What follows belongs to an exercise in optimizing a design on an open flow for small area, a short achievable clock period and few clock cycles per item; a production flow would make more cautious choices. RTL that was checked went through simulation tests only; none was proved equivalent to the original.

## maple
Design systolic_multiplier, start of the top module:
module systolic_multiplier(
	input wire clk,
	input wire rst_n,
	input wire start,
	input wire [163 - 1 : 0] a,
	input wire [163 - 1 : 0] g,
	input wire [BWIDTH - 1:0] b,
	output wire [163 - 1 : 0] t_i_j,
	output reg done
);
localparam W = 163;
localparam D = 12;
localparam BWIDTH = 168;
localparam K = (BWIDTH + D - 1) / D;                
localparam BW = K * D;                              
localparam CW = 4;                               
reg  [W - 1 : 0] reg_a;
reg  [W - 1 : 0] reg_g;
reg  [BW - 1 : 0] reg_b;
reg  [W - 1 : 0] tr;        
reg  [D - 1 : 0] q;         
reg  [D - 1 : 0] qn;        
reg  [D - 1 : 0] hb;        
reg  busy;                  
reg  fix;                   
reg  [CW - 1 : 0] counter;
wire ld = ~(busy | fix);    
assign t_i_j = tr;
always @(posedge clk or negedge rst_n) begin
	if (!rst_n) begin
		busy <= 1'b0;
		fix <= 1'b0;
		counter <= 0;
		done <= 1'b0;
	end else begin
		done <= fix;
		fix <= busy && (counter == K - 1);
		if (busy) begin
			if (counter == K - 1) begin
				busy <= 1'b0;
				counter <= 0;
			end else
				counter <= counter + 1'b1;
		end else if (start && !fix) begin
			busy <= 1'b1;
			counter <= 0;
		end
	end
end
wire [D - 1 : 0] dig = reg_b[BW - 1 -: D];
wire [D - 1 : 0] dig_nx = reg_b[BW - D - 1 -: D];
reg [D - 1 : 0] fac [0 : 3];
reg [D - 1 : 0] pr01, pr23, c_in;
reg [D - 1 : 1] c_r;        
  ...
Size: about 11,000 cells after synthesis, roughly 0.077 mm² of cells after synthesis.
==> flow/config.mk <==
export PLATFORM = sky130hd
export DESIGN_NAME = systolic_multiplier
export DESIGN_NICKNAME = systolic_multiplier
export VERILOG_FILES = /design/flow/design.v
export SDC_FILE = /design/flow/constraint.sdc
export NUM_CORES = 4
export LEC_CHECK = 0
export CAP_MARGIN = 20
export CORE_MARGIN = 2
export CORE_UTILIZATION = 40
export SETUP_SLACK_MARGIN = 3.7
export SLEW_MARGIN = 20
==> flow/constraint.sdc <==
create_clock -name core_clock -period 7.0 [get_ports {clk}]
set_input_delay 1.4000 -clock core_clock [delete_from_list [all_inputs] [get_ports {clk}]]
set_output_delay 1.4000 -clock core_clock [all_outputs]
set_load 0.01 [all_outputs]
standard.sh (not shown) runs the stock make flow with config.mk's settings and CLKGATE_MAP_FILE= SYNTH_SCRIPT=/design/flow/synth_recipe.tcl, a recipe that flattens the netlist after the stock synthesis.
==> flow/flow/run.sh <==
#!/bin/bash
# The standard layout, with the port buffers inserted as buf_1 cells
# (ORFS's buffer_ports otherwise picks clkdlybuf4s50_1). Timing repair
# still resizes the ones on critical paths.
set -euo pipefail
export BUFFER_PORTS_ARGS="-buffer_cell sky130_fd_sc_hd__buf_1"
bash standard.sh > standard_flow.log 2>&1
Having completed the whole flow, maple delivered a layout that passed the timing, design-rule and antenna checks.
Testbench counts of maple, summed over its fixed seeds: cycles 25,608, items 1,600.
Input changes introduced in fjord (baseline for comparison: maple):
- TNS_END_PERCENT now 10, previously not set
- SETUP_SLACK_MARGIN now 4.1, was 3.7
--- outcome ---
- Worst hold slack of maple is on par with fjord.
- Going from maple to fjord, the final critical path time including I/O delays and setup was found to have gone down by 0.16 ns.
- When the final numbers for maple and fjord were put side by side, the sequential share of layout area turned out to be greater in maple.
- fjord vs maple: upper clock frequency limit up by a few percent

## the baseline
Another version of the RTL of systolic_multiplier (not shown whole).
For scale: roughly 11000 cells after synthesis, about 710 flip-flops, roughly 660 I/O pins.
==> flow/design.v (excerpt) <==
module systolic_multiplier(
	input wire clk,
	input wire rst_n,
	input wire start,
	input wire [163 - 1 : 0] a,
	input wire [163 - 1 : 0] g,
	input wire [BWIDTH - 1:0] b,
	output wire [163 - 1 : 0] t_i_j,
	output reg done
);
localparam W = 163;
localparam D = 12;
localparam BWIDTH = 168;
localparam K = (BWIDTH + D - 1) / D;                
localparam BW = K * D;                              
localparam CW = $clog2(K);
reg  [W - 1 : 0] reg_a;
reg  [W - 1 : 0] reg_g;
reg  [BW - 1 : 0] reg_b;
reg  [W - 1 : 0] tr;        
reg  [D - 1 : 0] q;         
reg  [D - 1 : 0] qn;        
reg  [D - 1 : 0] hb;        
reg  busy;                  
reg  fix;                   
reg  [CW - 1 : 0] counter;
wire ld = ~(busy | fix);    
assign t_i_j = tr;
always @(posedge clk or negedge rst_n) begin
	if (!rst_n) begin
		busy <= 1'b0;
		fix <= 1'b0;
		counter <= 0;
		done <= 1'b0;
	end else begin
		done <= fix;
		fix <= busy && (counter == K - 1);
		if (busy) begin
			if (counter == K - 1) begin
				busy <= 1'b0;
				counter <= 0;
			end else
				counter <= counter + 1'b1;
		end else if (start && !fix) begin
			busy <= 1'b1;
			counter <= 0;
		end
	end
end
wire [D - 1 : 0] dig = reg_b[BW - 1 -: D];
wire [D - 1 : 0] dig_nx = reg_b[BW - D - 1 -: D];
reg [D - 1 : 0] fac [0 : 3];
reg [D - 1 : 0] pr01, pr23, c_in;
reg [D - 1 : 1] c_r;        
wire [D - 1 : 0] c = {c_r, 1'b1};
integer i, j, k;
always @* begin
	for (k = 0; k < 4; k = k + 1) begin
		fac[k] = 0;
		fac[k][0] = 1'b1;
		for (j = 1; j < D; j = j + 1)
			if ((j << k) < D)
				fac[k][j << k] = g[W - j];
	end
	pr01 = 0; pr23 = 0; c_in = 0;
	for (i = 0; i < D; i = i + 1)
		for (j = 0; j <= i; j = j + 1) begin
			pr01[i] = pr01[i] ^ (fac[0][j] & fac[1][i - j]);
			pr23[i] = pr23[i] ^ (fac[2][j] & fac[3][i - j]);
		end
	for (i = 0; i < D; i = i + 1)
		for (j = 0; j <= i; j = j + 1)
			c_in[i] = c_in[i] ^ (pr01[j] & pr23[i - j]);
end
  ...
make LEC_CHECK=0 CAP_MARGIN=20 CORE_MARGIN=2 CORE_UTILIZATION=40 SETUP_SLACK_MARGIN=4.1 SLEW_MARGIN=20 finish   # period 7.0 ns
run.sh (not shown) runs the stock make flow with config.mk's settings and CLKGATE_MAP_FILE= SYNTH_SCRIPT=/design/flow/synth_recipe.tcl, a recipe that flattens the netlist after the stock synthesis.
Stock flow here: none of the scripts above is used.
Changes in the candidate relative to the baseline:
Settings: SETUP_SLACK_MARGIN now 4.5, was 4.1.
### Flow results
Relative to the baseline, the flip-flop and latch area of the candidate is higher by 230 um2. [compare] base=the baseline new=the candidate: total clock buffers created by CTS increased by about 2.2% relative to the old numbers; design area has increased; post-route core utilization up 3.7 points; buffer count from post-CTS setup fixing went up by about 280%.
No functional check of the RTL was part of any run of this note.

== run A ==
The RTL this note starts from:
==> flow/design.v <==
module systolic_multiplier(
	input wire clk,
	input wire rst_n,
	input wire start,
	input wire [163 - 1 : 0] a,
	input wire [163 - 1 : 0] g,
	input wire [BWIDTH - 1:0] b,
	output wire [163 - 1 : 0] t_i_j,
	output reg done
);
localparam W = 163;
localparam D = 12;
localparam BWIDTH = 168;
localparam K = (BWIDTH + D - 1) / D;                
localparam BW = K * D;                              
localparam CW = 4;                               
reg  [W - 1 : 0] reg_a;
reg  [W - 1 : 0] reg_g;
reg  [BW - 1 : 0] reg_b;
reg  [W - 1 : 0] tr;        
reg  [D - 1 : 0] q;         
reg  [D - 1 : 0] qn;        
reg  [D - 1 : 0] hb;        
reg  busy;                  
reg  fix;                   
reg  [CW - 1 : 0] counter;
wire ld = ~(busy | fix);    
assign t_i_j = tr;
always @(posedge clk or negedge rst_n) begin
	if (!rst_n) begin
		busy <= 1'b0;
		fix <= 1'b0;
		counter <= 0;
		done <= 1'b0;
	end else begin
		done <= fix;
		fix <= busy && (counter == K - 1);
		if (busy) begin
			if (counter == K - 1) begin
				busy <= 1'b0;
				counter <= 0;
			end else
				counter <= counter + 1'b1;
		end else if (start && !fix) begin
			busy <= 1'b1;
			counter <= 0;
		end
	end
end
wire [D - 1 : 0] dig = reg_b[BW - 1 -: D];
wire [D - 1 : 0] dig_nx = reg_b[BW - D - 1 -: D];
reg [D - 1 : 0] fac [0 : 3];
reg [D - 1 : 0] pr01, pr23, c_in;
reg [D - 1 : 1] c_r;        
wire [D - 1 : 0] c = {c_r, 1'b1};
integer i, j, k;
always @* begin
	for (k = 0; k < 4; k = k + 1) begin
		fac[k] = 0;
		fac[k][0] = 1'b1;
		for (j = 1; j < D; j = j + 1)
			if ((j << k) < D)
				fac[k][j << k] = g[W - j];
	end
	pr01 = 0; pr23 = 0; c_in = 0;
	for (i = 0; i < D; i = i + 1)
		for (j = 0; j <= i; j = j + 1) begin
			pr01[i] = pr01[i] ^ (fac[0][j] & fac[1][i - j]);
			pr23[i] = pr23[i] ^ (fac[2][j] & fac[3][i - j]);
		end
	for (i = 0; i < D; i = i + 1)
		for (j = 0; j <= i; j = j + 1)
			c_in[i] = c_in[i] ^ (pr01[j] & pr23[i - j]);
end
reg [W - 1 : 0] ta;           
reg [W - 1 : 0] ba;           
reg [D - 1 : 0] hq;           
reg [D - 1 : 0] q_new;        
reg [D - 1 : 0] hb_in, hb_nx;  
always @* begin
	for (i = 0; i < W; i = i + 1) begin
		ta[i] = tr[i];
		ba[i] = 1'b0;
		for (j = 0; j < D; j = j + 1)
			if (i >= j) begin
				ta[i] = ta[i] ^ (q[j] & reg_g[i - j]);
				ba[i] = ba[i] ^ (dig[j] & reg_a[i - j]);
			end
	end
	for (i = 0; i < D; i = i + 1) begin
		hq[i] = tr[W + i - D] ^ hb[i];
		for (j = 0; j < D; j = j + 1)
			if (W + i - D >= j)
				hq[i] = hq[i] ^ (~qn[j] & reg_g[W + i - D - j]);
		hb_in[i] = 1'b0;
		hb_nx[i] = 1'b0;
		for (j = 0; j < D; j = j + 1)
			if (W + i - j <= W - 1) begin
				hb_in[i] = hb_in[i] ^ (b[BW - 1 - (D - 1) + j] & a[W + i - j]);
				hb_nx[i] = hb_nx[i] ^ (dig_nx[j] & reg_a[W + i - j]);
			end
	end
	for (i = 0; i < D; i = i + 1) begin
		q_new[i] = 1'b0;
		for (k = 0; k < D - i; k = k + 1)
			q_new[i] = q_new[i] ^ (c[k] & hq[i + k]);
	end
end
always @(posedge clk) begin
	if (ld) begin
		reg_a <= a;
		reg_g <= g;
		c_r <= c_in[D - 1 : 1];
		reg_b <= {{(BW - BWIDTH){1'b0}}, b};
		tr <= {W{1'b0}};
		q <= {D{1'b0}};
		qn <= {D{1'b1}};
		hb <= hb_in;
	end else begin
		reg_b <= reg_b << D;
		tr <= fix ? ta : ({ta[W - D - 1 : 0], {D{1'b0}}} ^ ba);
		q <= q_new;
		qn <= ~q_new;
		hb <= hb_nx;
	end
end
endmodule  
export LEC_CHECK = 0
export CAP_MARGIN = 20
export CORE_MARGIN = 2
export CORE_UTILIZATION = 40
export SETUP_SLACK_MARGIN = 4.3
export SLEW_MARGIN = 20
create_clock -name core_clock -period 7.0 [get_ports {clk}]
standard.sh (not shown) runs the stock make flow with config.mk's settings and CLKGATE_MAP_FILE= SYNTH_SCRIPT=/design/flow/synth_recipe.tcl, a recipe that flattens the netlist after the stock synthesis.
Scripts as last shown in full above: flow/flow/run.sh
Run A completed; timing, DRC and antenna clean
Testbench counts of run A, summed over its fixed seeds: cycles 25,608, items 1,600.
Input-level comparison between run B and run A:
# run A
export LEC_CHECK = 0
export CAP_MARGIN = 20
export CORE_MARGIN = 2
export CORE_UTILIZATION = 40
export SETUP_SLACK_MARGIN = 4.3
export SLEW_MARGIN = 20
create_clock -name core_clock -period 7.0 [get_ports {clk}]
# run B
export LEC_CHECK = 0
export CAP_MARGIN = 20
export CORE_MARGIN = 2
export CORE_UTILIZATION = 40
export CTS_CLUSTER_DIAMETER = 100
export CTS_CLUSTER_SIZE = 18
export SETUP_SLACK_MARGIN = 4.0
export SLEW_MARGIN = 20
create_clock -name core_clock -period 7.0 [get_ports {clk}]
Findings:
Overall routed net length: run B vs run A down 5.9%
Diff run A..run B | area fraction in compound gates after synthesis | unchanged
Between run A and run B, the top-level I/O count figures differ only marginally.
Cell area shrinks by a few percent when moving from run A to run B.
Going from run A to run B, wire length of the first global-routing pass down 5.2%.
Here is what was changed in the inputs of run C compared with run B.
# run B
export LEC_CHECK = 0
export CAP_MARGIN = 20
export CORE_MARGIN = 2
export CORE_UTILIZATION = 40
export CTS_CLUSTER_DIAMETER = 100
export CTS_CLUSTER_SIZE = 18
export SETUP_SLACK_MARGIN = 4.0
export SLEW_MARGIN = 20
create_clock -name core_clock -period 7.0 [get_ports {clk}]
# run C
export LEC_CHECK = 0
export CAP_MARGIN = 20
export CORE_MARGIN = 2
export CORE_UTILIZATION = 40
export CTS_CLUSTER_DIAMETER = 100
export CTS_CLUSTER_SIZE = 18
export SETUP_SLACK_MARGIN = 4.1
export SLEW_MARGIN = 20
create_clock -name core_clock -period 7.0 [get_ports {clk}]
On final layout net count, run B and run C are neck and neck. In run C, the worst relative slew slack came out 8.7 points above the value in run B. Against run B, run C comes in 0.035 ns higher on final worst slack. Compared with run B, in run C arrival time of the worst setup path saw an increase; hold slack about even; global-route wire length before repair rose by 4500 um. Re non-clock buffer count: run C is 3.2% up on run B. Between run B and run C, the difference in flip-flop and latch area is negligible.
Modified inputs, run D compared to run C
# run C
export LEC_CHECK = 0
export CAP_MARGIN = 20
export CORE_MARGIN = 2
export CORE_UTILIZATION = 40
export CTS_CLUSTER_DIAMETER = 100
export CTS_CLUSTER_SIZE = 18
export SETUP_SLACK_MARGIN = 4.1
export SLEW_MARGIN = 20
create_clock -name core_clock -period 7.0 [get_ports {clk}]
# run D
export LEC_CHECK = 0
export CAP_MARGIN = 20
export CORE_MARGIN = 2
export CORE_UTILIZATION = 40
export SETUP_SLACK_MARGIN = 4.1
export SLEW_MARGIN = 20
create_clock -name core_clock -period 7.0 [get_ports {clk}]
Findings:
Looking at run D and run C, the combined flip-flop and latch cell area is a wash.
Run D vs run C, met1 global-route usage went down by 0.15 points.
Run D ended up with reg_b[165]$_DFF_P_ as its origin of the worst setup path; run C ended up with q[11]$_SDFF_PP0_.
Measured against each other, run D and run C differ in setup slack, the lower figure coming from run C.

-- port drivers added, routing unchanged --
How much do the figures lean on ideal ports? The routed layouts below were timed once more, with nothing changed but the port constraints. Step 1 sets driving cells, clkbuf_16 on the clock port and buf_2 on the other inputs (assumed; they add their load-dependent delay and slew). Step 2 times the ports against the registers' clock, not the clock port: input delays grow and output delays shrink by t, the midpoint of the rising clock arrivals with the driver on. Slacks: ideal ports / drivers / drivers and shift; pairs: ideal ports / drivers.
run	t, ns	setup WS [ns]	worst setup path at the end	worst slew at a driven data input, ns
maple	0.853	3.729 / 3.729 / 3.524	input to register	0.18
fjord	0.854	3.890 / 3.799 / 3.495	input to register	0.18
the baseline	0.853	3.978 / 3.978 / 3.453	input to register	0.16
the candidate	0.867	4.089 / 4.089 / 3.838	input to register	0.18
run A	0.855	4.074 / 4.074 / 3.740	input to register	0.17
run B	0.851	3.982 / 3.888 / 3.528	input to register	0.19
run C	0.851	4.017 / 4.017 / 3.530	input to register	0.19
run D	0.860	4.109 / 4.042 / 3.513	input to register	0.19
After both steps setup and hold are still met in every run listed. For run D, which loses most, drivers alone change the setup slack by -0.067 ns; drivers and shift together by -0.596 ns.
